Background: an optimization exercise with open tools, aiming at small area and a short achievable clock period. Do not read the settings as production practice.
Function was not checked in any run shown here: the RTL went through the layout flow alone.

==> flow/design.v (outline; a module is shown in full before it is edited, if it fits) <==
// module LDL_crc32_d8: 40 lines
// module LDL_crc32_dn: 27 lines
// module LDL_crc32_dn_check: 1284 lines
// module crc_lanes: 40 lines
// module crc_fn_q: 3 lines
// module crc_fn_p: 3 lines
// module crc_fn_d7: 3 lines
// module crc_fn_d15: 3 lines
// module crc_fn_or2: 3 lines
// module crc_fn_or3: 3 lines
// module crc_fn_nor2: 3 lines
// module crc_fn_nor3: 3 lines
// module crc_fn_a21o: 3 lines
// module crc_fn_a21oi: 3 lines
// module crc_fn_a31oi: 3 lines
// module crc_fn_a41oi: 3 lines
// module crc_fn_a211oi: 3 lines
// module crc_fn_inv: 3 lines
// module crc_nand2: 3 lines
// module crc_nor2: 3 lines
// module crc_x2: 3 lines
module LDL_crc32_dn_check #(parameter NUM = 16)(
  input  [8*NUM -1:0]        data,  
  input  [$clog2(NUM) -1:0]  bnum,  
  input         valid,
  input         eof  ,
  output reg    err  ,
  input         rst_n,
  input         clk
);
  // ...
==> flow/flow/run.sh <==
#!/bin/bash
# Layout: the standard ORFS flow (standard.sh) with the standard synthesis, and these
# changes to how the rest of the layout is made:
#  - port buffers are sky130_fd_sc_hd__buf_1 cells (buffer_ports -buffer_cell) instead of
#    the delay-buffer cells buffer_ports picks by default;
#  - after synthesis, the delay cells (clkdlybuf4s*, dlygate*, dlymetal*) join the
#    platform's DONT_USE_CELLS, so placement and repair do not use them;
set -euo pipefail
bash standard.sh synth > make_synth.log 2>&1
export BUFFER_PORTS_ARGS="-buffer_cell sky130_fd_sc_hd__buf_1"
DU="sky130_fd_sc_hd__probe_p_8 sky130_fd_sc_hd__probec_p_8 sky130_fd_sc_hd__lpflow_bleeder_1 sky130_fd_sc_hd__lpflow_clkbufkapwr_1 sky130_fd_sc_hd__lpflow_clkbufkapwr_16 sky130_fd_sc_hd__lpflow_clkbufkapwr_2 sky130_fd_sc_hd__lpflow_clkbufkapwr_4 sky130_fd_sc_hd__lpflow_clkbufkapwr_8 sky130_fd_sc_hd__lpflow_clkinvkapwr_1 sky130_fd_sc_hd__lpflow_clkinvkapwr_16 sky130_fd_sc_hd__lpflow_clkinvkapwr_2 sky130_fd_sc_hd__lpflow_clkinvkapwr_4 sky130_fd_sc_hd__lpflow_clkinvkapwr_8 sky130_fd_sc_hd__lpflow_decapkapwr_12 sky130_fd_sc_hd__lpflow_decapkapwr_3 sky130_fd_sc_hd__lpflow_decapkapwr_4 sky130_fd_sc_hd__lpflow_decapkapwr_6 sky130_fd_sc_hd__lpflow_decapkapwr_8 sky130_fd_sc_hd__lpflow_inputiso0n_1 sky130_fd_sc_hd__lpflow_inputiso0p_1 sky130_fd_sc_hd__lpflow_inputiso1n_1 sky130_fd_sc_hd__lpflow_inputiso1p_1 sky130_fd_sc_hd__lpflow_inputisolatch_1 sky130_fd_sc_hd__lpflow_isobufsrc_1 sky130_fd_sc_hd__lpflow_isobufsrc_16 sky130_fd_sc_hd__lpflow_isobufsrc_2 sky130_fd_sc_hd__lpflow_isobufsrc_4 sky130_fd_sc_hd__lpflow_isobufsrc_8 sky130_fd_sc_hd__lpflow_isobufsrckapwr_16 sky130_fd_sc_hd__lpflow_lsbuf_lh_hl_isowell_tap_1 sky130_fd_sc_hd__lpflow_lsbuf_lh_hl_isowell_tap_2 sky130_fd_sc_hd__lpflow_lsbuf_lh_hl_isowell_tap_4 sky130_fd_sc_hd__lpflow_lsbuf_lh_isowell_4 sky130_fd_sc_hd__lpflow_lsbuf_lh_isowell_tap_1 sky130_fd_sc_hd__lpflow_lsbuf_lh_isowell_tap_2 sky130_fd_sc_hd__lpflow_lsbuf_lh_isowell_tap_4"
DU="$DU sky130_fd_sc_hd__clkdlybuf4s15_1 sky130_fd_sc_hd__clkdlybuf4s15_2 sky130_fd_sc_hd__clkdlybuf4s18_1 sky130_fd_sc_hd__clkdlybuf4s18_2 sky130_fd_sc_hd__clkdlybuf4s25_1 sky130_fd_sc_hd__clkdlybuf4s25_2 sky130_fd_sc_hd__clkdlybuf4s50_1 sky130_fd_sc_hd__clkdlybuf4s50_2 sky130_fd_sc_hd__dlygate4sd1_1 sky130_fd_sc_hd__dlygate4sd2_1 sky130_fd_sc_hd__dlygate4sd3_1 sky130_fd_sc_hd__dlymetal6s2s_1 sky130_fd_sc_hd__dlymetal6s4s_1 sky130_fd_sc_hd__dlymetal6s6s_1"
bash standard.sh "DONT_USE_CELLS=$DU" SETUP_SLACK_MARGIN=14 finish > make_finish.log 2>&1
==> flow/standard.sh <==
#!/bin/bash
# synth_recipe.tcl (not shown) runs the flow's synth.tcl, then flattens the netlist and writes it again
# the make line also repeats each setting of config.mk as NAME=value (left out here)
make -C /OpenROAD-flow-scripts/flow DESIGN_CONFIG=/design/flow/config.mk WORK_HOME=/design/flow/orfs CLKGATE_MAP_FILE= SYNTH_SCRIPT=/design/flow/synth_recipe.tcl "${@:-finish}"
==> flow/config.mk <==
export PLATFORM = sky130hd
export DESIGN_NAME = LDL_crc32_dn_check
export DESIGN_NICKNAME = LDL_crc32_dn_check
export VERILOG_FILES = /design/flow/design.v
export SDC_FILE = /design/flow/constraint.sdc
export NUM_CORES = 4
export LEC_CHECK = 0
export ABC_CLOCK_PERIOD_IN_PS = 1500
export CAP_MARGIN = 20
export CORE_MARGIN = 2
export CORE_UTILIZATION = 50
export PLACE_DENSITY = 0.75
export SLEW_MARGIN = 20
export SYNTH_HIERARCHICAL = 1
export SYNTH_MINIMUM_KEEP_SIZE = 0
==> flow/constraint.sdc <==
create_clock -name core_clock -period 24.0 [get_ports {clk}]
set_input_delay 4.8000 -clock core_clock [delete_from_list [all_inputs] [get_ports {clk}]]
set_output_delay 4.8000 -clock core_clock [all_outputs]
set_load 0.01 [all_outputs]
==> impl_metrics.env, run 1 <==
export IMPL_post_route_util_pct=58.0
export IMPL_cts_root_buf="clkbuf_16"
export IMPL_place_area_mm2=0.0108
export IMPL_crit_path_end="err"
export IMPL_wl_met1_um=19600
export IMPL_ys_top_cells_by_area="xor2_1 (80%), dfxtp_1 (6.7%), nand2_1 (3.2%)"
export IMPL_layout_cells_non_filler=1617
export IMPL_cp_arrival_ns=10.15
export IMPL_synth_top_family_by_area="XOR/XNOR gates"
export IMPL_synthTopCellsByCount="xor2_1 (900), nand2_1 (83), nor2_1 (72)"
export IMPL_regMostFlops="s"
export IMPL_vias_per_cell=5.78
export IMPL_min_from="s[25]"
export IMPL_maxCapViolations=0
export IMPL_cts_buffers=5
export IMPL_ios=137
export IMPL_vias=9346
export IMPL_dr_pass1_iters=7
export IMPL_drv_slew=0
export IMPL_clkLatencyLatePin_ns=0.28
export IMPL_final_fill_count=1880
export IMPL_hold_buffers=0
export IMPL_outcome="finished clean"
export IMPL_largest_cell_class="multi-input combinational cells"
export IMPL_hold_end="s[25]"
export IMPL_multi_input_area_share_pct=83.5
==> run 2, diff against run 1 <==
--- a/flow/config.mk
+++ b/flow/config.mk
@@ -9,7 +9,7 @@
 export CAP_MARGIN = 20
 export CORE_MARGIN = 2
 export CORE_UTILIZATION = 50
-export PLACE_DENSITY = 0.75
+export PLACE_DENSITY = 0.85
 export SLEW_MARGIN = 20
 export SYNTH_HIERARCHICAL = 1
 export SYNTH_MINIMUM_KEEP_SIZE = 0
==> run 2 against run 1 <==
Non-clock buffer count rose by 5; wire length grew 0.80%; still clean; via count shrank 0.67%; core utilization is 0.62 points higher; largest cell class unchanged; hold slack gained 0.0012 ns; critical path type unchanged.
==> impl_metrics.env, run 2 <==
export IMPL_outcome="finished clean"
export IMPL_vias_per_cell=5.72
export IMPL_synth_avg_cell_area_um2=8.29
export IMPL_grt_first_pass_wirelength_um=69000
export IMPL_syn_cell_area_mm2=0.00986
export IMPL_path_max_fanout=11
export IMPL_grt_max_degree=27
export IMPL_post_route_util_pct=58.6
export IMPL_min_from="s[25]"
export IMPL_dr_pass1_iters=5
export IMPL_final_cell_mix="xor2_1 (862), buf_1 (158), nand2_1 (83)"
export IMPL_core_area_mm2=0.0194
export IMPL_final_common_cell="xor2_1"
export IMPL_drive_above_1_share_pct=6.11
export IMPL_period_needed_ns=10.15
export IMPL_syn2layout_area_growth_pct=15.3
export IMPL_cts_buffers=5
export IMPL_antenna_found_initial=1
export IMPL_dpl_hpwl_um=46100
export IMPL_drt_iter0_drc=1209
export IMPL_synthTopCellsByCount="xor2_1 (900), nand2_1 (83), nor2_1 (72)"
export IMPL_ys_async_sr_fraction_pct=0
export IMPL_cts_buffer_depth=2
export IMPL_synthDominantCellAreaShare_pct=79.9
export IMPL_cts_tree="done"
export IMPL_ios=137
export IMPL_synth_area_leader_cell="xor2_1"
export IMPL_num_antenna_cells=0
export IMPL_drv_slew=0
export IMPL_grt_setup_unrepaired="no"
export IMPL_die_y_um=144
export IMPL_synth_seq_cells=33
export IMPL_final_fill_count=1905
export IMPL_ys_types=31
export IMPL_synth_ff_type="dfxtp_1"
export IMPL_ff2ff_setup_slack_ns=19.01
export IMPL_hold_viol=0
export IMPL_drcViolationCount=0
export IMPL_synth_edff_count=0
export IMPL_worstSetupPathType="input port to register"
export IMPL_relSlewSlack_pct=31.5
export IMPL_routed_wl_um=52400
export IMPL_hold_depth=2
export IMPL_reg_largest_list="s: 32 flops, err: 1 flops"
export IMPL_cp_start_kind="input port"
export IMPL_yosysSeqAreaShare_pct=6.70
export IMPL_cp_arrival_ns=10.30
export IMPL_clk_pin_slew_ns=0.05
export IMPL_row_count=51
export IMPL_gr_total_overflow=0
export IMPL_h_tree_depth=2
export IMPL_r2r_start="s[4]"
export IMPL_vias=9283
export IMPL_gp_congestion=1.20
export IMPL_synth_nets=1326
export IMPL_reg2reg_depth=14
export IMPL_worstPathRequired_ns=24.14
export IMPL_worst_slew_pin_slew_ns=1.02
export IMPL_cp_end_kind="register"
export IMPL_largest_register_ffs=32
export IMPL_skew_ns=0.00398
export IMPL_cts_root_buf="clkbuf_16"
export IMPL_fmax_mhz=98.5
export IMPL_hp_class="register to register"
export IMPL_first_global_vias=9102
export IMPL_ant_nets=0
export IMPL_wl_per_cell_um=32.3
export IMPL_groute_usage_overall_pct=49.6
export IMPL_clkLatencyLatePin_ns=0.28
export IMPL_cts_sinks=33
export IMPL_hold_buffers=0
export IMPL_syn_instance_count=1190
export IMPL_yosys_warnings=7
export IMPL_regMostFlops="s"
export IMPL_setup_tns_ns=0
export IMPL_hold_end="s[25]"
export IMPL_setup_violations=0
export IMPL_start_util_pct=50.8
export IMPL_r2r_end="err"
export IMPL_fin_crit_sh_pct=42.3
export IMPL_io_buffers=136
export IMPL_die_x_um=144
export IMPL_hold_ws_ns=0.493
export IMPL_yosysMostFrequentCell="xor2_1"
export IMPL_maxCapViolations=0
export IMPL_ys_top_cells_by_area="xor2_1 (80%), dfxtp_1 (6.7%), nand2_1 (3.2%)"
export IMPL_final_nets=1493
export IMPL_die_area_mm2=0.0209
run 2: changes by cell type in the layout (fill, tap and decap cells not counted), sizes merged:
cell / change
clkinvlp: +1
clkinv: +2
buf: +4
clkbuf: -1
run 2: cell families (layout without fill, tap and decap cells):
kind of cell           after synthesis  in the layout  share of synthesized area [%]
buffers and inverters               28            196                           1.13
AND/OR/NAND/NOR                    173            173                           7.51
XOR/XNOR                           908            908                           80.6
AO/OA/AOI/OAI                       48             48                           4.01
flip-flops                          33             33                           6.70
run 2: final cells by class:
cell class | instances | area [um^2] | area share (%)
Clock inverter | 3 | 17.5 | 0.154
Timing Repair Buffer | 172 | 669 | 5.89
Inverter | 16 | 60.1 | 0.528
Multi-Input combinational cell | 1129 | 9510 | 83.6
Sequential cell | 33 | 661 | 5.81
Clock buffer | 5 | 125 | 1.10
Tap cell | 265 | 332 | 2.92
run 2: worst max-delay path, cell delays in order:
cell,delay (ns)
clkbuf_2,0.27
o41ai_4,0.81
a31oi_2,0.33
buf_2,0.35
nor2_2,0.35
xor2_2,0.42
xor2_1,0.37
xor2_2,0.38
xor2_1,0.20
xor2_1,0.21
xor2_1,0.48
xor2_1,0.23
or4bb_1,0.51
nor4_1,0.40
a31oi_1,0.16
run 2: timing repair:
item	CTS	global route
buffers inserted	2	1
endpoints found under the setup margin	14	1
pin swaps	2	1
gates resized for setup	32	34
run 2: how the worst max path moves through the flow:
stage                to     from  cells past startpoint
detailed placement  err  bnum[2]                     15
CTS                 err  bnum[0]                     17
floorplan           err  bnum[2]                     14
global placement    err  bnum[2]                     15
global route        err  bnum[3]                     15
finish              err  bnum[3]                     15
run 2: stage by stage:
stage	cell area [um^2]	instances	setup slack (ns)
6_report	11400	1623	13.85
5_1_grt	11400	1623	13.96
4_1_cts	11100	1622	14.00
3_5_place_dp	10800	1612	12.63
3_3_place_gp	10800	1612	12.62
2_1_floorplan	9860	1190	14.86
run 2: metal layers:
metal / global-route usage [%] / routed length, um / vias to the layer above
met5: 0 / 0 / -
li1: - / - / 3977
met2: 73.4 / 21200 / 769
met4: 40.1 / 5390 / 0
met3: 11.8 / 6010 / 252
met1: 61.1 / 19800 / 4285
run 2: modules after synthesis (local to each module, per instance), a selection:
module	cells	flip-flops and latches	copies in the design
crc_fn_or3	1	0	1
crc_fn_inv	1	0	15
crc_fn_nor2	1	0	1
LDL_crc32_dn_check	156	33	1
crc_fn_a211oi	1	0	1
crc_fn_a21o	1	0	1
crc_fn_or2	1	0	2
crc_fn_a31oi	1	0	3
crc_fn_a41oi	1	0	1
crc_fn_d15	1	0	1
==> run 3, diff against run 2 <==
--- a/flow/config.mk
+++ b/flow/config.mk
@@ -8,8 +8,8 @@
 export ABC_CLOCK_PERIOD_IN_PS = 1500
 export CAP_MARGIN = 20
 export CORE_MARGIN = 2
-export CORE_UTILIZATION = 50
-export PLACE_DENSITY = 0.85
+export CORE_UTILIZATION = 40
+export PLACE_DENSITY = 0.8
 export SLEW_MARGIN = 20
 export SYNTH_HIERARCHICAL = 1
 export SYNTH_MINIMUM_KEEP_SIZE = 0
==> run 3 against run 2 <==
Still clean; via count fell by 2.5%; setup slack improved by 0.14 ns; final cell count rose by 3.3%; hold slack better by 0.00051 ns; die area grew 24%; global-route usage fell by 7.2 points; clock skew is essentially flat; count of clock-buffer cells in the layout rose by 1; wire length is 7.0% higher; critical path type unchanged.
==> impl_metrics.env, run 3 <==
export IMPL_outcome="finished clean"
export IMPL_syn_cell_area_mm2=0.00986
export IMPL_ant_nets=0
export IMPL_yosys_warnings=7
export IMPL_drt_iter0_drc=1106
export IMPL_final_nets=1487
export IMPL_cts_buffer_depth=2
export IMPL_largest_register_ffs=32
export IMPL_fin_crit_sh_pct=41.7
export IMPL_cts_buffers=5
export IMPL_syn2layout_area_growth_pct=17.3
export IMPL_ys_top_cells_by_area="xor2_1 (80%), dfxtp_1 (6.7%), nand2_1 (3.2%)"
export IMPL_cp_arrival_ns=10.17
export IMPL_clkLatencyLatePin_ns=0.29
export IMPL_worstSetupPathType="input port to register"
export IMPL_clk_pin_slew_ns=0.06
export IMPL_grt_first_pass_wirelength_um=73900
export IMPL_worst_slew_pin_slew_ns=1.14
export IMPL_gp_congestion=1.13
export IMPL_period_needed_ns=10.01
export IMPL_synth_avg_cell_area_um2=8.29
export IMPL_cp_end_kind="register"
export IMPL_cts_tree="done"
export IMPL_grt_max_degree=25
export IMPL_fmax_mhz=99.9
export IMPL_drive_above_1_share_pct=7.17
export IMPL_cp_start_kind="input port"
export IMPL_maxCapViolations=0
export IMPL_vias=9054
export IMPL_cts_sinks=33
export IMPL_yosysMostFrequentCell="xor2_1"
export IMPL_gr_total_overflow=0
export IMPL_die_area_mm2=0.0259
export IMPL_groute_usage_overall_pct=42.5
export IMPL_antenna_found_initial=0
export IMPL_worstPathRequired_ns=24.16
export IMPL_regMostFlops="s"
export IMPL_synth_nets=1326
export IMPL_relSlewSlack_pct=24.0
export IMPL_path_max_fanout=14
export IMPL_reg_largest_list="s: 32 flops, err: 1 flops"
export IMPL_dpl_hpwl_um=49700
export IMPL_dr_pass1_iters=5
export IMPL_num_antenna_cells=0
export IMPL_synthTopCellsByCount="xor2_1 (900), nand2_1 (83), nor2_1 (72)"
export IMPL_setup_violations=0
export IMPL_syn_instance_count=1190
export IMPL_die_y_um=161
export IMPL_vias_per_cell=5.40
export IMPL_final_common_cell="xor2_1"
export IMPL_synth_area_leader_cell="xor2_1"
export IMPL_synth_ff_type="dfxtp_1"
export IMPL_skew_ns=0.00434
export IMPL_grt_setup_unrepaired="no"
export IMPL_start_util_pct=40.7
export IMPL_synth_seq_cells=33
export IMPL_hold_buffers=0
export IMPL_synth_edff_count=0
export IMPL_hp_class="register to register"
export IMPL_drcViolationCount=0
export IMPL_final_cell_mix="xor2_1 (846), buf_1 (151), nand2_1 (83)"
export IMPL_hold_ws_ns=0.494
export IMPL_first_global_vias=8993
export IMPL_yosysSeqAreaShare_pct=6.70
export IMPL_routed_wl_um=56100
export IMPL_h_tree_depth=2
export IMPL_row_count=57
export IMPL_hold_viol=0
export IMPL_ys_async_sr_fraction_pct=0
export IMPL_setup_tns_ns=0
export IMPL_wl_per_cell_um=33.5
export IMPL_drv_slew=0
export IMPL_synthDominantCellAreaShare_pct=79.9
export IMPL_ys_types=31
export IMPL_cts_root_buf="clkbuf_16"
export IMPL_core_area_mm2=0.0242
export IMPL_ios=137
export IMPL_die_x_um=161
export IMPL_io_buffers=136
[run 3: cell count changes in the layout (fill, tap and decap cells not counted), moves of 2 or more]
cell    delta
buf_1      -7
nor2_1     +2
buf_2      +2
xor2_1    -16
xor2_4     +3
xor2_2    +13
[run 3: what timing repair did]
action,CTS,global route
setup buffers,2,2
gates resized for setup,56,30
pin swaps,2,1
setup endpoints to repair,15,1
[run 3: logic make-up after synthesis]
kind of cell / Yosys count / synth area share (%)
and+or+nand+nor: 173 / 7.51
buffers and inverters: 28 / 1.13
DFF: 33 / 6.70
xor gates and xnor gates: 908 / 80.6
AOI/OAI and AO/OA: 48 / 4.01
[run 3: critical path, cell delays in order]
cell and delay, ns:
buf_2 0.23, o311ai_4 0.52, a21oi_2 0.04, buf_2 0.30, nor2_1 0.49, xor2_1 0.52, xor2_1 0.29, xor2_1 0.70
xor2_2 0.43, xor2_1 0.30, xor2_1 0.21, xor2_1 0.18, xor2_1 0.12, or4bb_1 0.52, nor4_1 0.35, a31oi_1 0.13
[run 3: worst paths after layout]
| path | endpoint | start | slack, ns | cells after the start |
|---|---|---|---|---|
| worst min-delay path | s[3] | s[3] | 0.49 | 2 |
| worst max-delay path | err | bnum[1] | 13.99 | 16 |
| worst max register to register | err | s[4] | 18.78 | 14 |
| worst min register to register | s[3] | s[3] | 0.49 | 2 |
[run 3: metal layers]
metal  vias up  routed length (um)  global-route usage (%)
met2       616               23900                    66.3
met5         -                   0                       0
met1      4318               22300                    54.3
met3       169                5440                    7.78
met4         0                4400                    26.1
li1       3951                   -                       -
[run 3: final cells by class]
class                      instances  area (um^2)
clock inverter                     2         10.0
fill                            2553        12700
inverter                          16         60.1
multi-input combinational       1129         9650
sequential                        33          661
clock buffer                       6          129
timing repair buffer             166          648
tap                              324          405
[run 3: per-module statistics from Yosys, one instance, submodules excluded, excerpt]
module | flip-flops and latches | copies in the design | cells
crc_fn_d15 | 0 | 1 | 1
LDL_crc32_dn_check | 33 | 1 | 156
crc_fn_a21o | 0 | 1 | 1
crc_fn_q | 0 | 1 | 1
crc_fn_or2 | 0 | 2 | 1
crc_nor2 | 0 | 71 | 1
crc_fn_nor2 | 0 | 1 | 1
crc_fn_inv | 0 | 15 | 1
crc_fn_d7 | 0 | 1 | 2
crc_fn_nor3 | 0 | 1 | 1
crc_nand2 | 0 | 49 | 1
crc_fn_a211oi | 0 | 1 | 1
crc_fn_a41oi | 0 | 1 | 1
crc_fn_p | 0 | 1 | 2
crc_fn_or3 | 0 | 1 | 1
crc_fn_a21oi | 0 | 6 | 1
[run 3: through the flow]
step | worst slack, ns | instances | area [um^2] | util (%)
2_1_floorplan | 14.86 | 1190 | 9860 | -
3_3_place_gp | 12.66 | 1664 | 10800 | 44.6
3_5_place_dp | 12.69 | 1664 | 10800 | 44.6
4_1_cts | 14.03 | 1674 | 11300 | 46.8
5_1_grt | 13.99 | 1676 | 11600 | 47.7
6_report | 13.99 | 1676 | 11600 | 47.7
==> run 4, diff against run 3 <==
--- a/flow/flow/run.sh
+++ b/flow/flow/run.sh
@@ -10,4 +10,4 @@
 export BUFFER_PORTS_ARGS="-buffer_cell sky130_fd_sc_hd__buf_1"
 DU="sky130_fd_sc_hd__probe_p_8 sky130_fd_sc_hd__probec_p_8 sky130_fd_sc_hd__lpflow_bleeder_1 sky130_fd_sc_hd__lpflow_clkbufkapwr_1 sky130_fd_sc_hd__lpflow_clkbufkapwr_16 sky130_fd_sc_hd__lpflow_clkbufkapwr_2 sky130_fd_sc_hd__lpflow_clkbufkapwr_4 sky130_fd_sc_hd__lpflow_clkbufkapwr_8 sky130_fd_sc_hd__lpflow_clkinvkapwr_1 sky130_fd_sc_hd__lpflow_clkinvkapwr_16 sky130_fd_sc_hd__lpflow_clkinvkapwr_2 sky130_fd_sc_hd__lpflow_clkinvkapwr_4 sky130_fd_sc_hd__lpflow_clkinvkapwr_8 sky130_fd_sc_hd__lpflow_decapkapwr_12 sky130_fd_sc_hd__lpflow_decapkapwr_3 sky130_fd_sc_hd__lpflow_decapkapwr_4 sky130_fd_sc_hd__lpflow_decapkapwr_6 sky130_fd_sc_hd__lpflow_decapkapwr_8 sky130_fd_sc_hd__lpflow_inputiso0n_1 sky130_fd_sc_hd__lpflow_inputiso0p_1 sky130_fd_sc_hd__lpflow_inputiso1n_1 sky130_fd_sc_hd__lpflow_inputiso1p_1 sky130_fd_sc_hd__lpflow_inputisolatch_1 sky130_fd_sc_hd__lpflow_isobufsrc_1 sky130_fd_sc_hd__lpflow_isobufsrc_16 sky130_fd_sc_hd__lpflow_isobufsrc_2 sky130_fd_sc_hd__lpflow_isobufsrc_4 sky130_fd_sc_hd__lpflow_isobufsrc_8 sky130_fd_sc_hd__lpflow_isobufsrckapwr_16 sky130_fd_sc_hd__lpflow_lsbuf_lh_hl_isowell_tap_1 sky130_fd_sc_hd__lpflow_lsbuf_lh_hl_isowell_tap_2 sky130_fd_sc_hd__lpflow_lsbuf_lh_hl_isowell_tap_4 sky130_fd_sc_hd__lpflow_lsbuf_lh_isowell_4 sky130_fd_sc_hd__lpflow_lsbuf_lh_isowell_tap_1 sky130_fd_sc_hd__lpflow_lsbuf_lh_isowell_tap_2 sky130_fd_sc_hd__lpflow_lsbuf_lh_isowell_tap_4"
 DU="$DU sky130_fd_sc_hd__clkdlybuf4s15_1 sky130_fd_sc_hd__clkdlybuf4s15_2 sky130_fd_sc_hd__clkdlybuf4s18_1 sky130_fd_sc_hd__clkdlybuf4s18_2 sky130_fd_sc_hd__clkdlybuf4s25_1 sky130_fd_sc_hd__clkdlybuf4s25_2 sky130_fd_sc_hd__clkdlybuf4s50_1 sky130_fd_sc_hd__clkdlybuf4s50_2 sky130_fd_sc_hd__dlygate4sd1_1 sky130_fd_sc_hd__dlygate4sd2_1 sky130_fd_sc_hd__dlygate4sd3_1 sky130_fd_sc_hd__dlymetal6s2s_1 sky130_fd_sc_hd__dlymetal6s4s_1 sky130_fd_sc_hd__dlymetal6s6s_1"
-bash standard.sh "DONT_USE_CELLS=$DU" SETUP_SLACK_MARGIN=14 finish > make_finish.log 2>&1
+bash standard.sh "DONT_USE_CELLS=$DU" SETUP_SLACK_MARGIN=13 finish > make_finish.log 2>&1
--- a/flow/config.mk
+++ b/flow/config.mk
@@ -8,8 +8,8 @@
 export ABC_CLOCK_PERIOD_IN_PS = 1500
 export CAP_MARGIN = 20
 export CORE_MARGIN = 2
-export CORE_UTILIZATION = 40
-export PLACE_DENSITY = 0.8
+export CORE_UTILIZATION = 50
+export PLACE_DENSITY = 0.75
 export SLEW_MARGIN = 20
 export SYNTH_HIERARCHICAL = 1
 export SYNTH_MINIMUM_KEEP_SIZE = 0
==> run 4 against run 3 <==
Still clean on timing, DRC and antenna; hold slack got worse by 0.0041 ns; register-to-register slack got worse by 0.12 ns; wire length fell by 7.9%; clock skew fell by 0.0013 ns; count of clock-buffer cells in the layout rose by 1; via count rose by 2.1%; flip-flop and latch count did not move; synthesized cell count did not move; critical path type unchanged; highest routed layer unchanged.
==> impl_metrics.env, run 4 <==
export IMPL_worstPathRequired_ns=24.15
export IMPL_synth_area_leader_cell="xor2_1"
export IMPL_ys_top_cells_by_area="xor2_1 (80%), dfxtp_1 (6.7%), nand2_1 (3.2%)"
export IMPL_routed_wl_um=51700
export IMPL_grt_first_pass_wirelength_um=68600
export IMPL_row_count=51
export IMPL_synth_nets=1326
export IMPL_skew_ns=0.00302
export IMPL_syn2layout_area_growth_pct=10.7
export IMPL_cts_root_buf="clkbuf_16"
export IMPL_postCtsSetupBuffers=0
export IMPL_dr_pass1_iters=6
export IMPL_syn_instance_count=1190
export IMPL_synthTopCellsByCount="xor2_1 (900), nand2_1 (83), nor2_1 (72)"
export IMPL_antenna_found_initial=0
export IMPL_die_area_mm2=0.0209
export IMPL_cts_buffer_depth=2
export IMPL_synthDominantCellAreaShare_pct=79.9
export IMPL_largest_register_ffs=32
export IMPL_die_y_um=144
export IMPL_die_x_um=144
export IMPL_vias=9246
export IMPL_fin_crit_sh_pct=45.6
export IMPL_core_area_mm2=0.0194
export IMPL_clkLatencyLatePin_ns=0.28
export IMPL_synth_avg_cell_area_um2=8.29
export IMPL_hold_ws_ns=0.490
export IMPL_cts_tree="done"
export IMPL_place_area_mm2=0.0108
export IMPL_ys_types=31
export IMPL_hp_class="register to register"
export IMPL_ios=137
export IMPL_placed_cells=1606
export IMPL_met1_usage_pct=61.8
export IMPL_wl_per_cell_um=32.0
export IMPL_gp_congestion=1.17
export IMPL_worst_slew_pin_slew_ns=1.21
export IMPL_reg_largest_list="s: 32 flops, err: 1 flops"
export IMPL_path_max_fanout=14
export IMPL_synth_seq_cells=33
export IMPL_syn_cell_area_mm2=0.00986
export IMPL_worstSetupPathType="input port to register"
export IMPL_final_nets=1484
export IMPL_ys_async_sr_fraction_pct=0
export IMPL_grt_met2_usage_pct=72.1
export IMPL_pre_cts_slack_ns=12.72
export IMPL_yosysMostFrequentCell="xor2_1"
export IMPL_dpl_hpwl_um=45400
export IMPL_met3_usage_pct=11.7
export IMPL_io_buffers=136
export IMPL_relSlewSlack_pct=18.9
export IMPL_cts_sinks=33
export IMPL_h_tree_depth=2
export IMPL_maxCapViolations=0
export IMPL_num_antenna_cells=0
export IMPL_drv_slew=0
export IMPL_period_needed_ns=10.95
export IMPL_cp_end_kind="register"
export IMPL_post_route_util_pct=56.3
export IMPL_cts_buffers=5
export IMPL_cp_arrival_ns=11.10
export IMPL_outcome="finished clean"
export IMPL_setup_tns_ns=0
export IMPL_synth_edff_count=0
export IMPL_cp_start_kind="input port"
export IMPL_layout_cells_non_filler=1613
export IMPL_drt_iter0_drc=1384
export IMPL_clk_pin_slew_ns=0.05
export IMPL_final_area_mm2=0.0109
export IMPL_ant_nets=0
export IMPL_setup_ws_ns=13.05
export IMPL_start_util_pct=50.8
export IMPL_final_cell_mix="xor2_1 (898), buf_1 (162), nand2_1 (83)"
export IMPL_grt_setup_unrepaired="no"
export IMPL_setup_violations=0
export IMPL_final_common_cell="xor2_1"
export IMPL_groute_usage_overall_pct=49.2
export IMPL_fmax_mhz=91.3
export IMPL_first_global_vias=8930
export IMPL_yosysSeqAreaShare_pct=6.70
export IMPL_regMostFlops="s"
export IMPL_grt_busiest_layer="met2"
export IMPL_hold_viol=0
export IMPL_drcViolationCount=0
export IMPL_yosys_warnings=7
export IMPL_grt_max_degree=26
export IMPL_gr_total_overflow=0
export IMPL_vias_per_cell=5.73
export IMPL_synth_ff_type="dfxtp_1"
export IMPL_drive_above_1_share_pct=1.85
## run 4: changes by cell type in the layout (fill, tap and decap cells not counted), sizes merged
cell and change:
clkinv -2, clkbuf -2
## run 4: per-module statistics from Yosys (local to each module, per instance), a selection
| module | flip-flops and latches | cells inside |
|---|---|---|
| crc_fn_p | 0 | 2 |
| crc_fn_a21oi | 0 | 1 |
| crc_fn_nor3 | 0 | 1 |
| crc_fn_d7 | 0 | 2 |
| crc_fn_a41oi | 0 | 1 |
| crc_x2 | 0 | 1 |
| crc_fn_nor2 | 0 | 1 |
| crc_fn_q | 0 | 1 |
| crc_fn_a31oi | 0 | 1 |
| crc_fn_d15 | 0 | 1 |
| LDL_crc32_dn_check | 33 | 156 |
| crc_nand2 | 0 | 1 |
| crc_fn_or2 | 0 | 1 |
| crc_fn_a21o | 0 | 1 |
| crc_fn_inv | 0 | 1 |
## run 4: final timing paths
check                from  endpoint  slack (ns)  depth (start not counted)
setup reg to reg     s[4]       err       18.66                         13
hold / removal      s[25]     s[25]        0.49                          2
setup / recovery  bnum[1]       err       13.05                         16
hold reg to reg     s[25]     s[25]        0.49                          2
## run 4: worst max-delay path, cell delays in order
cell and delay, ns:
buf_1 0.55, o311ai_2 0.33, nor3_4 0.63, inv_1 0.19
nand2_1 0.18, xor2_2 0.50, xor2_1 0.56, xor2_1 0.61
xor2_1 0.59, xor2_1 0.41, xor2_1 0.36, xor2_1 0.22
xor2_1 0.27, or4b_4 0.50, nor4_2 0.26, a31oi_1 0.11
## run 4: cells by family after synthesis
family	after synthesis	synth area share, %
xor+xnor	908	80.6
simple gates	173	7.51
compound gates	48	4.01
flops	33	6.70
buf+inv	28	1.13
## run 4: timing repair
action	in CTS	in global routing
hold buffers	0	0
endpoints found under the setup margin	0	1
resized for setup	0	3
## run 4: layout make-up
type	instances	area, um^2
Fill cell	1910	8480
Tap cell	265	332
Timing Repair Buffer	163	613
Sequential cell	33	661
Clock buffer	7	143
Inverter	16	60.1
Multi-Input combinational cell	1129	9110
## run 4: per-layer routing
metal	part of all wire [%]	vias up
met5	0	-
met4	9.6	0
met3	12	222
met2	40	763
met1	38	4273
li1	-	3988
==> run 5, diff against run 4 <==
--- a/flow/flow/run.sh
+++ b/flow/flow/run.sh
@@ -10,4 +10,4 @@
 export BUFFER_PORTS_ARGS="-buffer_cell sky130_fd_sc_hd__buf_1"
 DU="sky130_fd_sc_hd__probe_p_8 sky130_fd_sc_hd__probec_p_8 sky130_fd_sc_hd__lpflow_bleeder_1 sky130_fd_sc_hd__lpflow_clkbufkapwr_1 sky130_fd_sc_hd__lpflow_clkbufkapwr_16 sky130_fd_sc_hd__lpflow_clkbufkapwr_2 sky130_fd_sc_hd__lpflow_clkbufkapwr_4 sky130_fd_sc_hd__lpflow_clkbufkapwr_8 sky130_fd_sc_hd__lpflow_clkinvkapwr_1 sky130_fd_sc_hd__lpflow_clkinvkapwr_16 sky130_fd_sc_hd__lpflow_clkinvkapwr_2 sky130_fd_sc_hd__lpflow_clkinvkapwr_4 sky130_fd_sc_hd__lpflow_clkinvkapwr_8 sky130_fd_sc_hd__lpflow_decapkapwr_12 sky130_fd_sc_hd__lpflow_decapkapwr_3 sky130_fd_sc_hd__lpflow_decapkapwr_4 sky130_fd_sc_hd__lpflow_decapkapwr_6 sky130_fd_sc_hd__lpflow_decapkapwr_8 sky130_fd_sc_hd__lpflow_inputiso0n_1 sky130_fd_sc_hd__lpflow_inputiso0p_1 sky130_fd_sc_hd__lpflow_inputiso1n_1 sky130_fd_sc_hd__lpflow_inputiso1p_1 sky130_fd_sc_hd__lpflow_inputisolatch_1 sky130_fd_sc_hd__lpflow_isobufsrc_1 sky130_fd_sc_hd__lpflow_isobufsrc_16 sky130_fd_sc_hd__lpflow_isobufsrc_2 sky130_fd_sc_hd__lpflow_isobufsrc_4 sky130_fd_sc_hd__lpflow_isobufsrc_8 sky130_fd_sc_hd__lpflow_isobufsrckapwr_16 sky130_fd_sc_hd__lpflow_lsbuf_lh_hl_isowell_tap_1 sky130_fd_sc_hd__lpflow_lsbuf_lh_hl_isowell_tap_2 sky130_fd_sc_hd__lpflow_lsbuf_lh_hl_isowell_tap_4 sky130_fd_sc_hd__lpflow_lsbuf_lh_isowell_4 sky130_fd_sc_hd__lpflow_lsbuf_lh_isowell_tap_1 sky130_fd_sc_hd__lpflow_lsbuf_lh_isowell_tap_2 sky130_fd_sc_hd__lpflow_lsbuf_lh_isowell_tap_4"
 DU="$DU sky130_fd_sc_hd__clkdlybuf4s15_1 sky130_fd_sc_hd__clkdlybuf4s15_2 sky130_fd_sc_hd__clkdlybuf4s18_1 sky130_fd_sc_hd__clkdlybuf4s18_2 sky130_fd_sc_hd__clkdlybuf4s25_1 sky130_fd_sc_hd__clkdlybuf4s25_2 sky130_fd_sc_hd__clkdlybuf4s50_1 sky130_fd_sc_hd__clkdlybuf4s50_2 sky130_fd_sc_hd__dlygate4sd1_1 sky130_fd_sc_hd__dlygate4sd2_1 sky130_fd_sc_hd__dlygate4sd3_1 sky130_fd_sc_hd__dlymetal6s2s_1 sky130_fd_sc_hd__dlymetal6s4s_1 sky130_fd_sc_hd__dlymetal6s6s_1"
-bash standard.sh "DONT_USE_CELLS=$DU" SETUP_SLACK_MARGIN=13 finish > make_finish.log 2>&1
+bash standard.sh "DONT_USE_CELLS=$DU" SETUP_SLACK_MARGIN=14.5 finish > make_finish.log 2>&1
==> run 5 against run 4 <==
Still clean; core utilization grew 6.1 points; clock skew decreased by 0.0019 ns; via count up 2.4%; critical endpoint unchanged; largest cell class unchanged.
==> impl_metrics.env, run 5 <==
export IMPL_hp_class="register to register"
export IMPL_min_from="s[25]"
export IMPL_cp_end_kind="register"
export IMPL_dr_pass1_iters=5
export IMPL_clk_pin_slew_ns=0.05
export IMPL_worstSetupPathType="input port to register"
export IMPL_regMostFlops="s"
export IMPL_cts_buffers=5
export IMPL_r2r_start="s[4]"
export IMPL_fmax_mhz=105
export IMPL_setup_violations=0
export IMPL_first_global_vias=9149
export IMPL_syn_cell_area_mm2=0.00986
export IMPL_worst_slew_pin_slew_ns=1.24
export IMPL_cts_buffer_depth=2
export IMPL_syn2layout_area_growth_pct=22.8
export IMPL_synthDominantCellAreaShare_pct=79.9
export IMPL_cp_start_kind="input port"
export IMPL_drv_slew=0
export IMPL_synth_ff_type="dfxtp_1"
export IMPL_cts_tree="done"
export IMPL_outcome="finished clean"
export IMPL_core_area_mm2=0.0194
export IMPL_drt_iter0_drc=1241
export IMPL_cp_arrival_ns=9.69
export IMPL_yosysSeqAreaShare_pct=6.70
export IMPL_final_common_cell="xor2_1"
export IMPL_worstPathRequired_ns=24.15
export IMPL_cts_sinks=33
export IMPL_vias=9470
export IMPL_ys_top_cells_by_area="xor2_1 (80%), dfxtp_1 (6.7%), nand2_1 (3.2%)"
export IMPL_synth_edff_count=0
export IMPL_num_antenna_cells=0
export IMPL_groute_usage_overall_pct=49.7
export IMPL_ys_types=31
export IMPL_synth_avg_cell_area_um2=8.29
export IMPL_final_area_mm2=0.0121
export IMPL_synth_nets=1326
export IMPL_maxCapViolations=0
export IMPL_ios=137
export IMPL_antenna_found_initial=0
export IMPL_startpoint="bnum[2]"
export IMPL_die_y_um=144
export IMPL_drcViolationCount=0
export IMPL_placed_cells=1606
export IMPL_skew_ns=0.00110
export IMPL_clkLatencyLatePin_ns=0.28
export IMPL_period_needed_ns=9.53
export IMPL_cts_root_buf="clkbuf_16"
export IMPL_post_route_util_pct=62.4
export IMPL_relSlewSlack_pct=17.3
export IMPL_fin_crit_sh_pct=39.7
export IMPL_io_buffers=136
export IMPL_path_max_fanout=17
export IMPL_reg_largest_list="s: 32 flops, err: 1 flops"
export IMPL_setup_ws_ns=14.47
export IMPL_start_util_pct=50.8
export IMPL_pre_cts_slack_ns=12.72
export IMPL_layout_cells_non_filler=1632
export IMPL_final_cell_mix="xor2_1 (810), buf_1 (154), nand2_1 (83)"
export IMPL_vias_per_cell=5.80
export IMPL_ant_nets=0
export IMPL_place_area_mm2=0.0108
export IMPL_h_tree_depth=2
export IMPL_row_count=51
export IMPL_final_nets=1503
export IMPL_synthTopCellsByCount="xor2_1 (900), nand2_1 (83), nor2_1 (72)"
export IMPL_setup_tns_ns=0
export IMPL_routed_wl_um=53000
export IMPL_grt_max_degree=26
export IMPL_dpl_hpwl_um=45400
export IMPL_yosys_warnings=7
export IMPL_die_x_um=144
export IMPL_die_area_mm2=0.0209
export IMPL_hold_viol=0
export IMPL_grt_setup_unrepaired="no"
export IMPL_synth_area_leader_cell="xor2_1"
export IMPL_syn_instance_count=1190
export IMPL_gp_congestion=1.17
export IMPL_wl_per_cell_um=32.5
export IMPL_ys_async_sr_fraction_pct=0
export IMPL_yosysMostFrequentCell="xor2_1"
export IMPL_grt_first_pass_wirelength_um=69300
export IMPL_drive_above_1_share_pct=11.3
export IMPL_synth_seq_cells=33
export IMPL_gr_total_overflow=0
export IMPL_largest_register_ffs=32
run 5: cell counts after synthesis:
No cell type changed its count.
run 5: path summary, 6_finish.rpt:
kind / endpoint / slack [ns] / cells after the start
setup / recovery: err / 14.47 / 15
hold reg to reg: s[25] / 0.51 / 2
setup reg to reg: err / 19.30 / 13
hold / removal: s[25] / 0.51 / 2
run 5: through the flow:
| step | hold slack [ns] |
|---|---|
| final | 0.506 |
| after global routing | 0.514 |
| after CTS | 0.488 |
| after detailed placement | 0.474 |
| after global placement | 0.461 |
| after floorplan | 0.453 |
run 5: modules after synthesis, one instance, submodules excluded, a selection:
| module | cells | area (um^2) |
|---|---|---|
| crc_fn_p | 2 | 20.0 |
| crc_fn_a41oi | 1 | 16.3 |
| crc_fn_q | 1 | 16.3 |
| crc_fn_d15 | 1 | 11.3 |
| crc_x2 | 1 | 8.76 |
| crc_fn_a21oi | 1 | 8.76 |
| crc_fn_a21o | 1 | 7.51 |
| crc_nor2 | 1 | 3.75 |
run 5: per-layer routing:
metal,global-route usage [%],vias up,routed length (um)
li1,-,3953,-
met1,60.8,4419,19700
met2,72.4,822,21300
met3,14.0,276,6340
met4,40.0,0,5590
met5,0,-,0
run 5: critical path: stages:
cell	delay, ns
clkbuf_4	0.26
or3_1	0.44
a21oi_4	0.39
inv_1	0.16
nand2_1	0.28
xor2_2	0.50
xor2_2	0.58
xor2_1	0.57
xor2_1	0.23
xor2_1	0.41
xor2_1	0.21
xor2_1	0.20
nand4b_1	0.17
nor4_2	0.34
a31oi_1	0.12
run 5: cells by family (layout without fill, tap and decap cells):
logic type	count (synthesis)	count (layout)	synth area share, %
AOI/OAI and AO/OA	48	48	4.01
xor gates and xnor gates	908	908	80.6
buffers and inverters	28	205	1.13
DFF	33	33	6.70
and+or+nand+nor	173	173	7.51
run 5: final cells by class:
class                      instances  area (um^2)
fill                            1758         7290
multi-input combinational       1129        10100
tap                              265          332
clock buffer                       7          143
sequential                        33          661
inverter                          16         60.1
timing repair buffer             182          774
run 5: what timing repair did:
action	in CTS	in global routing
setup endpoints to repair	33	3
hold buffers	0	0
pin swaps	6	4
resized for setup	100	57
buffers inserted	6	13
==> module crc_lanes, before the edit <==
module crc_lanes (input eof, input [3:0] bnum, output [15:1] en, output [15:1] dis);
wire [3:0] b = bnum;
wire q, p, nb3, w10, w21, w210, x10;
crc_fn_q  u_q  (.b(b), .e(eof), .y(q));           
crc_fn_p  u_p  (.b(b), .e(eof), .y(p));           
crc_fn_or2 u_w10 (.a(b[1]), .b(b[0]), .y(w10));
crc_fn_or2 u_w21 (.a(b[2]), .b(b[1]), .y(w21));
crc_fn_or3 u_w210 (.a(b[2]), .b(b[1]), .c(b[0]), .y(w210));
crc_fn_a21o u_x10 (.a1(b[1]), .a2(b[0]), .b1(b[2]), .y(x10));
crc_fn_nor3  u_d1  (.a(p), .b(b[2]), .c(b[1]), .y(dis[1]));
crc_fn_a211oi u_d2 (.a1(b[1]), .a2(b[0]), .b1(b[2]), .c1(p), .y(dis[2]));
crc_fn_nor2  u_d3  (.a(p), .b(b[2]), .y(dis[3]));
crc_fn_a21oi u_d4  (.a1(b[2]), .a2(w10), .b1(p), .y(dis[4]));
crc_fn_a21oi u_d5  (.a1(b[2]), .a2(b[1]), .b1(p), .y(dis[5]));
crc_fn_a31oi u_d6  (.a1(b[2]), .a2(b[1]), .a3(b[0]), .b1(p), .y(dis[6]));
crc_fn_d7    u_d7  (.b(b), .e(eof), .y(dis[7]));   
crc_fn_a21oi u_d8  (.a1(b[3]), .a2(w210), .b1(q), .y(dis[8]));
crc_fn_a21oi u_d9  (.a1(b[3]), .a2(w21), .b1(q), .y(dis[9]));
crc_fn_a21oi u_d10 (.a1(b[3]), .a2(x10), .b1(q), .y(dis[10]));
crc_fn_a21oi u_d11 (.a1(b[3]), .a2(b[2]), .b1(q), .y(dis[11]));
crc_fn_a31oi u_d12 (.a1(b[3]), .a2(b[2]), .a3(w10), .b1(q), .y(dis[12]));
crc_fn_a31oi u_d13 (.a1(b[3]), .a2(b[2]), .a3(b[1]), .b1(q), .y(dis[13]));
crc_fn_a41oi u_d14 (.a1(b[3]), .a2(b[2]), .a3(b[1]), .a4(b[0]), .b1(q), .y(dis[14]));
crc_fn_d15   u_d15 (.b(b), .e(eof), .y(dis[15]));  
crc_fn_inv u_e1 (.a(dis[1]), .y(en[1]));
crc_fn_inv u_e2 (.a(dis[2]), .y(en[2]));
crc_fn_inv u_e3 (.a(dis[3]), .y(en[3]));
crc_fn_inv u_e4 (.a(dis[4]), .y(en[4]));
crc_fn_inv u_e5 (.a(dis[5]), .y(en[5]));
crc_fn_inv u_e6 (.a(dis[6]), .y(en[6]));
crc_fn_inv u_e7 (.a(dis[7]), .y(en[7]));
crc_fn_inv u_e8 (.a(dis[8]), .y(en[8]));
crc_fn_inv u_e9 (.a(dis[9]), .y(en[9]));
crc_fn_inv u_e10 (.a(dis[10]), .y(en[10]));
crc_fn_inv u_e11 (.a(dis[11]), .y(en[11]));
crc_fn_inv u_e12 (.a(dis[12]), .y(en[12]));
crc_fn_inv u_e13 (.a(dis[13]), .y(en[13]));
crc_fn_inv u_e14 (.a(dis[14]), .y(en[14]));
crc_fn_inv u_e15 (.a(dis[15]), .y(en[15]));
endmodule
==> run 6, diff against run 5 <==
--- a/flow/design.v
+++ b/flow/design.v
@@ -1373,21 +1373,24 @@
 crc_fn_a31oi u_d13 (.a1(b[3]), .a2(b[2]), .a3(b[1]), .b1(q), .y(dis[13]));
 crc_fn_a41oi u_d14 (.a1(b[3]), .a2(b[2]), .a3(b[1]), .a4(b[0]), .b1(q), .y(dis[14]));
 crc_fn_d15   u_d15 (.b(b), .e(eof), .y(dis[15]));  
-crc_fn_inv u_e1 (.a(dis[1]), .y(en[1]));
-crc_fn_inv u_e2 (.a(dis[2]), .y(en[2]));
-crc_fn_inv u_e3 (.a(dis[3]), .y(en[3]));
-crc_fn_inv u_e4 (.a(dis[4]), .y(en[4]));
-crc_fn_inv u_e5 (.a(dis[5]), .y(en[5]));
-crc_fn_inv u_e6 (.a(dis[6]), .y(en[6]));
-crc_fn_inv u_e7 (.a(dis[7]), .y(en[7]));
-crc_fn_inv u_e8 (.a(dis[8]), .y(en[8]));
-crc_fn_inv u_e9 (.a(dis[9]), .y(en[9]));
-crc_fn_inv u_e10 (.a(dis[10]), .y(en[10]));
-crc_fn_inv u_e11 (.a(dis[11]), .y(en[11]));
-crc_fn_inv u_e12 (.a(dis[12]), .y(en[12]));
-crc_fn_inv u_e13 (.a(dis[13]), .y(en[13]));
-crc_fn_inv u_e14 (.a(dis[14]), .y(en[14]));
-crc_fn_inv u_e15 (.a(dis[15]), .y(en[15]));
+wire q2, p2;
+crc_fn_q  u_q2 (.b(b), .e(eof), .y(q2));
+crc_fn_p  u_p2 (.b(b), .e(eof), .y(p2));
+crc_fn_or3 u_e1 (.a(p2), .b(b[2]), .c(b[1]), .y(en[1]));
+crc_fn_a211o u_e2 (.a1(b[1]), .a2(b[0]), .b1(b[2]), .c1(p2), .y(en[2]));
+crc_fn_or2 u_e3 (.a(p2), .b(b[2]), .y(en[3]));
+crc_fn_a21o u_e4 (.a1(b[2]), .a2(w10), .b1(p2), .y(en[4]));
+crc_fn_a21o u_e5 (.a1(b[2]), .a2(b[1]), .b1(p2), .y(en[5]));
+crc_fn_a31o u_e6 (.a1(b[2]), .a2(b[1]), .a3(b[0]), .b1(p2), .y(en[6]));
+crc_fn_p u_e7 (.b(b), .e(eof), .y(en[7]));
+crc_fn_a21o u_e8 (.a1(b[3]), .a2(w210), .b1(q2), .y(en[8]));
+crc_fn_a21o u_e9 (.a1(b[3]), .a2(w21), .b1(q2), .y(en[9]));
+crc_fn_a21o u_e10 (.a1(b[3]), .a2(x10), .b1(q2), .y(en[10]));
+crc_fn_a21o u_e11 (.a1(b[3]), .a2(b[2]), .b1(q2), .y(en[11]));
+crc_fn_a31o u_e12 (.a1(b[3]), .a2(b[2]), .a3(w10), .b1(q2), .y(en[12]));
+crc_fn_a31o u_e13 (.a1(b[3]), .a2(b[2]), .a3(b[1]), .b1(q2), .y(en[13]));
+crc_fn_a41o u_e14 (.a1(b[3]), .a2(b[2]), .a3(b[1]), .a4(b[0]), .b1(q2), .y(en[14]));
+crc_fn_q u_e15 (.b(b), .e(eof), .y(en[15]));
 endmodule
 module crc_fn_q (input [3:0] b, input e, output y);
 assign y = ~(e & (b[3] | b[2] | b[1] | b[0]));
@@ -1428,8 +1431,14 @@
 module crc_fn_a211oi (input a1, input a2, input b1, input c1, output y);
 assign y = ~((a1 & a2) | b1 | c1);
 endmodule
-module crc_fn_inv (input a, output y);
-assign y = ~a;
+module crc_fn_a211o (input a1, input a2, input b1, input c1, output y);
+assign y = (a1 & a2) | b1 | c1;
+endmodule
+module crc_fn_a31o (input a1, input a2, input a3, input b1, output y);
+assign y = (a1 & a2 & a3) | b1;
+endmodule
+module crc_fn_a41o (input a1, input a2, input a3, input a4, input b1, output y);
+assign y = (a1 & a2 & a3 & a4) | b1;
 endmodule
 module crc_nand2 (input a, input b, output y);
 assign y = ~(a & b);
--- a/flow/flow/run.sh
+++ b/flow/flow/run.sh
@@ -10,4 +10,4 @@
 export BUFFER_PORTS_ARGS="-buffer_cell sky130_fd_sc_hd__buf_1"
 DU="sky130_fd_sc_hd__probe_p_8 sky130_fd_sc_hd__probec_p_8 sky130_fd_sc_hd__lpflow_bleeder_1 sky130_fd_sc_hd__lpflow_clkbufkapwr_1 sky130_fd_sc_hd__lpflow_clkbufkapwr_16 sky130_fd_sc_hd__lpflow_clkbufkapwr_2 sky130_fd_sc_hd__lpflow_clkbufkapwr_4 sky130_fd_sc_hd__lpflow_clkbufkapwr_8 sky130_fd_sc_hd__lpflow_clkinvkapwr_1 sky130_fd_sc_hd__lpflow_clkinvkapwr_16 sky130_fd_sc_hd__lpflow_clkinvkapwr_2 sky130_fd_sc_hd__lpflow_clkinvkapwr_4 sky130_fd_sc_hd__lpflow_clkinvkapwr_8 sky130_fd_sc_hd__lpflow_decapkapwr_12 sky130_fd_sc_hd__lpflow_decapkapwr_3 sky130_fd_sc_hd__lpflow_decapkapwr_4 sky130_fd_sc_hd__lpflow_decapkapwr_6 sky130_fd_sc_hd__lpflow_decapkapwr_8 sky130_fd_sc_hd__lpflow_inputiso0n_1 sky130_fd_sc_hd__lpflow_inputiso0p_1 sky130_fd_sc_hd__lpflow_inputiso1n_1 sky130_fd_sc_hd__lpflow_inputiso1p_1 sky130_fd_sc_hd__lpflow_inputisolatch_1 sky130_fd_sc_hd__lpflow_isobufsrc_1 sky130_fd_sc_hd__lpflow_isobufsrc_16 sky130_fd_sc_hd__lpflow_isobufsrc_2 sky130_fd_sc_hd__lpflow_isobufsrc_4 sky130_fd_sc_hd__lpflow_isobufsrc_8 sky130_fd_sc_hd__lpflow_isobufsrckapwr_16 sky130_fd_sc_hd__lpflow_lsbuf_lh_hl_isowell_tap_1 sky130_fd_sc_hd__lpflow_lsbuf_lh_hl_isowell_tap_2 sky130_fd_sc_hd__lpflow_lsbuf_lh_hl_isowell_tap_4 sky130_fd_sc_hd__lpflow_lsbuf_lh_isowell_4 sky130_fd_sc_hd__lpflow_lsbuf_lh_isowell_tap_1 sky130_fd_sc_hd__lpflow_lsbuf_lh_isowell_tap_2 sky130_fd_sc_hd__lpflow_lsbuf_lh_isowell_tap_4"
 DU="$DU sky130_fd_sc_hd__clkdlybuf4s15_1 sky130_fd_sc_hd__clkdlybuf4s15_2 sky130_fd_sc_hd__clkdlybuf4s18_1 sky130_fd_sc_hd__clkdlybuf4s18_2 sky130_fd_sc_hd__clkdlybuf4s25_1 sky130_fd_sc_hd__clkdlybuf4s25_2 sky130_fd_sc_hd__clkdlybuf4s50_1 sky130_fd_sc_hd__clkdlybuf4s50_2 sky130_fd_sc_hd__dlygate4sd1_1 sky130_fd_sc_hd__dlygate4sd2_1 sky130_fd_sc_hd__dlygate4sd3_1 sky130_fd_sc_hd__dlymetal6s2s_1 sky130_fd_sc_hd__dlymetal6s4s_1 sky130_fd_sc_hd__dlymetal6s6s_1"
-bash standard.sh "DONT_USE_CELLS=$DU" SETUP_SLACK_MARGIN=14.5 finish > make_finish.log 2>&1
+bash standard.sh "DONT_USE_CELLS=$DU" SETUP_SLACK_MARGIN=14 finish > make_finish.log 2>&1
==> run 6 against run 5 <==
Still clean; setup slack worse by 0.51 ns; maximum frequency is 5.1% lower; flip-flop and latch count stayed put; highest routed layer unchanged.
==> impl_metrics.env, run 6 <==
export IMPL_die_x_um=145
export IMPL_cts_sinks=33
export IMPL_maxCapViolations=0
export IMPL_layout_cells_non_filler=1629
export IMPL_worstPathRequired_ns=24.15
export IMPL_placed_cells=1612
export IMPL_ant_nets=0
export IMPL_grt_max_degree=32
export IMPL_ys_async_sr_fraction_pct=0
export IMPL_synth_edff_count=0
export IMPL_syn_instance_count=1194
export IMPL_final_cell_mix="xor2_1 (861), buf_1 (158), nand2_1 (83)"
export IMPL_synthDominantCellAreaShare_pct=79.0
export IMPL_cp_end_kind="register"
export IMPL_first_global_vias=9333
export IMPL_ys_types=34
export IMPL_syn2layout_area_growth_pct=15.6
export IMPL_synth_avg_cell_area_um2=8.36
export IMPL_reg_largest_list="s: 32 flops, err: 1 flops"
export IMPL_skew_ns=0.00351
export IMPL_largest_register_ffs=32
export IMPL_fmax_mhz=99.6
export IMPL_worstSetupPathType="input port to register"
export IMPL_drv_slew=0
export IMPL_cts_root_buf="clkbuf_16"
export IMPL_dpl_hpwl_um=46500
export IMPL_h_tree_depth=2
export IMPL_hold_viol=0
export IMPL_multi_input_area_mm2=0.00968
export IMPL_dr_pass1_iters=5
export IMPL_synthTopCellsByCount="xor2_1 (900), nand2_1 (83), nor2_1 (72)"
export IMPL_start_util_pct=51.1
export IMPL_yosys_warnings=7
export IMPL_vias=9474
export IMPL_path_max_fanout=10
export IMPL_cts_buffers=5
export IMPL_synth_area_leader_cell="xor2_1"
export IMPL_vias_per_cell=5.82
export IMPL_io_buffers=136
export IMPL_regMostFlops="s"
export IMPL_drive_above_1_share_pct=6.31
export IMPL_ios=137
export IMPL_synth_ff_type="dfxtp_1"
export IMPL_row_count=51
export IMPL_clkLatencyLatePin_ns=0.28
export IMPL_groute_usage_overall_pct=48.6
export IMPL_drcViolationCount=0
export IMPL_final_nets=1498
export IMPL_gr_total_overflow=0
export IMPL_gp_congestion=1.21
export IMPL_die_y_um=145
export IMPL_grt_first_pass_wirelength_um=71000
export IMPL_worst_slew_pin_slew_ns=1.03
export IMPL_seqCellArea_um2=661
export IMPL_period_needed_ns=10.04
export IMPL_cp_arrival_ns=10.19
export IMPL_final_fill_count=1888
export IMPL_setup_tns_ns=0
export IMPL_syn_cell_area_mm2=0.00998
export IMPL_setup_violations=0
export IMPL_grt_setup_unrepaired="no"
export IMPL_yosysSeqAreaShare_pct=6.62
export IMPL_core_area_mm2=0.0195
export IMPL_cts_tree="done"
export IMPL_antenna_found_initial=1
export IMPL_ys_top_cells_by_area="xor2_1 (79%), dfxtp_1 (6.6%), nand2_1 (3.1%)"
export IMPL_relSlewSlack_pct=30.9
export IMPL_synth_nets=1330
export IMPL_cp_start_kind="input port"
export IMPL_drt_iter0_drc=1198
export IMPL_routed_wl_um=53300
export IMPL_synth_seq_cells=33
export IMPL_clk_pin_slew_ns=0.05
export IMPL_die_area_mm2=0.0211
export IMPL_cts_buffer_depth=2
export IMPL_wl_per_cell_um=32.7
export IMPL_yosysMostFrequentCell="xor2_1"
export IMPL_final_common_cell="xor2_1"
export IMPL_fin_crit_sh_pct=41.8
export IMPL_outcome="finished clean"
export IMPL_hp_class="register to register"
export IMPL_hold_buffers=0
-- run 6: per-stage QoR --
stage                     area [um^2]  hold WS [ns]  setup slack (ns)  utilization (%)
after floorplan                  9980         0.453             14.88                -
after global placement          10900         0.463             12.31             55.7
after detailed placement        10900         0.474             12.41             55.7
after CTS                       11400         0.488             14.01             58.2
after global routing            11500         0.512             14.00             59.1
final                           11500         0.489             13.96             59.1
-- run 6: metal layers --
metal / vias to the layer above / share of wire (%) / global-route usage [%] / wire [um]
met4: 0 / 12 / 43.4 / 6160
met1: 4404 / 38 / 60.1 / 20200
li1: 4035 / - / - / -
met5: - / 0 / 0 / 0
met2: 785 / 39 / 70.4 / 21000
met3: 250 / 11 / 10.7 / 5920
-- run 6: final cells by class --
| cell class | instances | area share (%) |
|---|---|---|
| antenna | 1 | 0.0217 |
| clock buffer | 7 | 1.24 |
| clock inverter | 1 | 0.260 |
| inverter | 3 | 0.0976 |
| multi-input combinational | 1146 | 83.9 |
| sequential | 33 | 5.72 |
| tap | 265 | 2.87 |
| timing repair buffer | 173 | 5.93 |
-- run 6: worst max-delay path, stage by stage --
cell	delay, ns
buf_1	0.15
buf_2	0.43
o311ai_4	0.22
or3_1	0.61
nand2_1	0.20
xor2_2	0.61
xor2_1	0.40
xor2_1	0.62
xor2_1	0.44
xor2_1	0.21
xor2_1	0.40
xor2_1	0.18
or4bb_1	0.52
nor4_2	0.24
a31oi_1	0.12
-- run 6: cell families after synthesis --
family,Yosys count,share of synthesized area (%)
AOI/OAI and AO/OA,63,5.52
xor gates and xnor gates,908,79.7
buffers and inverters,15,0.627
DFF,33,6.62
and+or+nand+nor,175,7.55
-- run 6: path summary, 6_finish.rpt --
| check | slack [ns] | startpoint | end | depth (start not counted) |
|---|---|---|---|---|
| max | 13.96 | eof | err | 15 |
| min | 0.49 | s[8] | s[8] | 2 |
| max reg2reg | 18.88 | s[7] | err | 13 |
| min reg2reg | 0.49 | s[8] | s[8] | 2 |
-- run 6: repair_timing --
item	4_1_cts	5_1_grt
resized for setup	44	24
endpoints found under the setup margin	26	1
setup buffers	6	2
pin swaps	3	4
-- run 6: Yosys stat by module, one instance, submodules excluded, a selection --
module / cells / flip-flops and latches / times used / area [um^2]
LDL_crc32_dn_check: 156 / 33 / 1 / 1470
crc_fn_a21o: 1 / 0 / 7 / 7.51
crc_fn_a21oi: 1 / 0 / 6 / 8.76
crc_fn_a41o: 1 / 0 / 1 / 10.0
crc_fn_a41oi: 1 / 0 / 1 / 16.3
crc_fn_d7: 2 / 0 / 1 / 22.5
crc_fn_or2: 1 / 0 / 3 / 6.26
crc_fn_p: 2 / 0 / 3 / 20.0
crc_fn_q: 1 / 0 / 3 / 16.3
crc_nand2: 1 / 0 / 49 / 3.75
crc_x2: 1 / 0 / 876 / 8.76

## separate check: timing with driven ports
In the flow no input, the clock included, has a driving cell. The finished layouts below were timed again as built, in two steps.
Step 1, drivers: a clkbuf_16 drives clk and a buf_2 each remaining input, both assumed.
Step 2 times the ports against the registers' clock, not the clock port: input delays grow and output delays shrink by t, the midpoint of the rising clock arrivals with the driver on.
Three values: ideal, step 1, step 2; two values: the first two.
run | t (ns) | setup WS [ns] | hold WS [ns] | worst data-port slew with drivers (ns)
run 1 | 0.306 | 14.001 / 14.011 / 13.705 | 0.492 / 0.492 / 0.492 | 0.06
run 2 | 0.309 | 13.847 / 13.851 / 13.542 | 0.493 / 0.493 / 0.493 | 0.05
run 3 | 0.317 | 13.991 / 14.003 / 13.686 | 0.494 / 0.494 / 0.494 | 0.05
run 4 | 0.309 | 13.049 / 13.055 / 12.746 | 0.490 / 0.490 / 0.490 | 0.06
run 5 | 0.312 | 14.465 / 14.476 / 14.163 | 0.506 / 0.506 / 0.506 | 0.06
run 6 | 0.312 | 13.958 / 13.970 / 13.658 | 0.489 / 0.489 / 0.489 | 0.06
After both steps setup and hold are still met in every run listed.
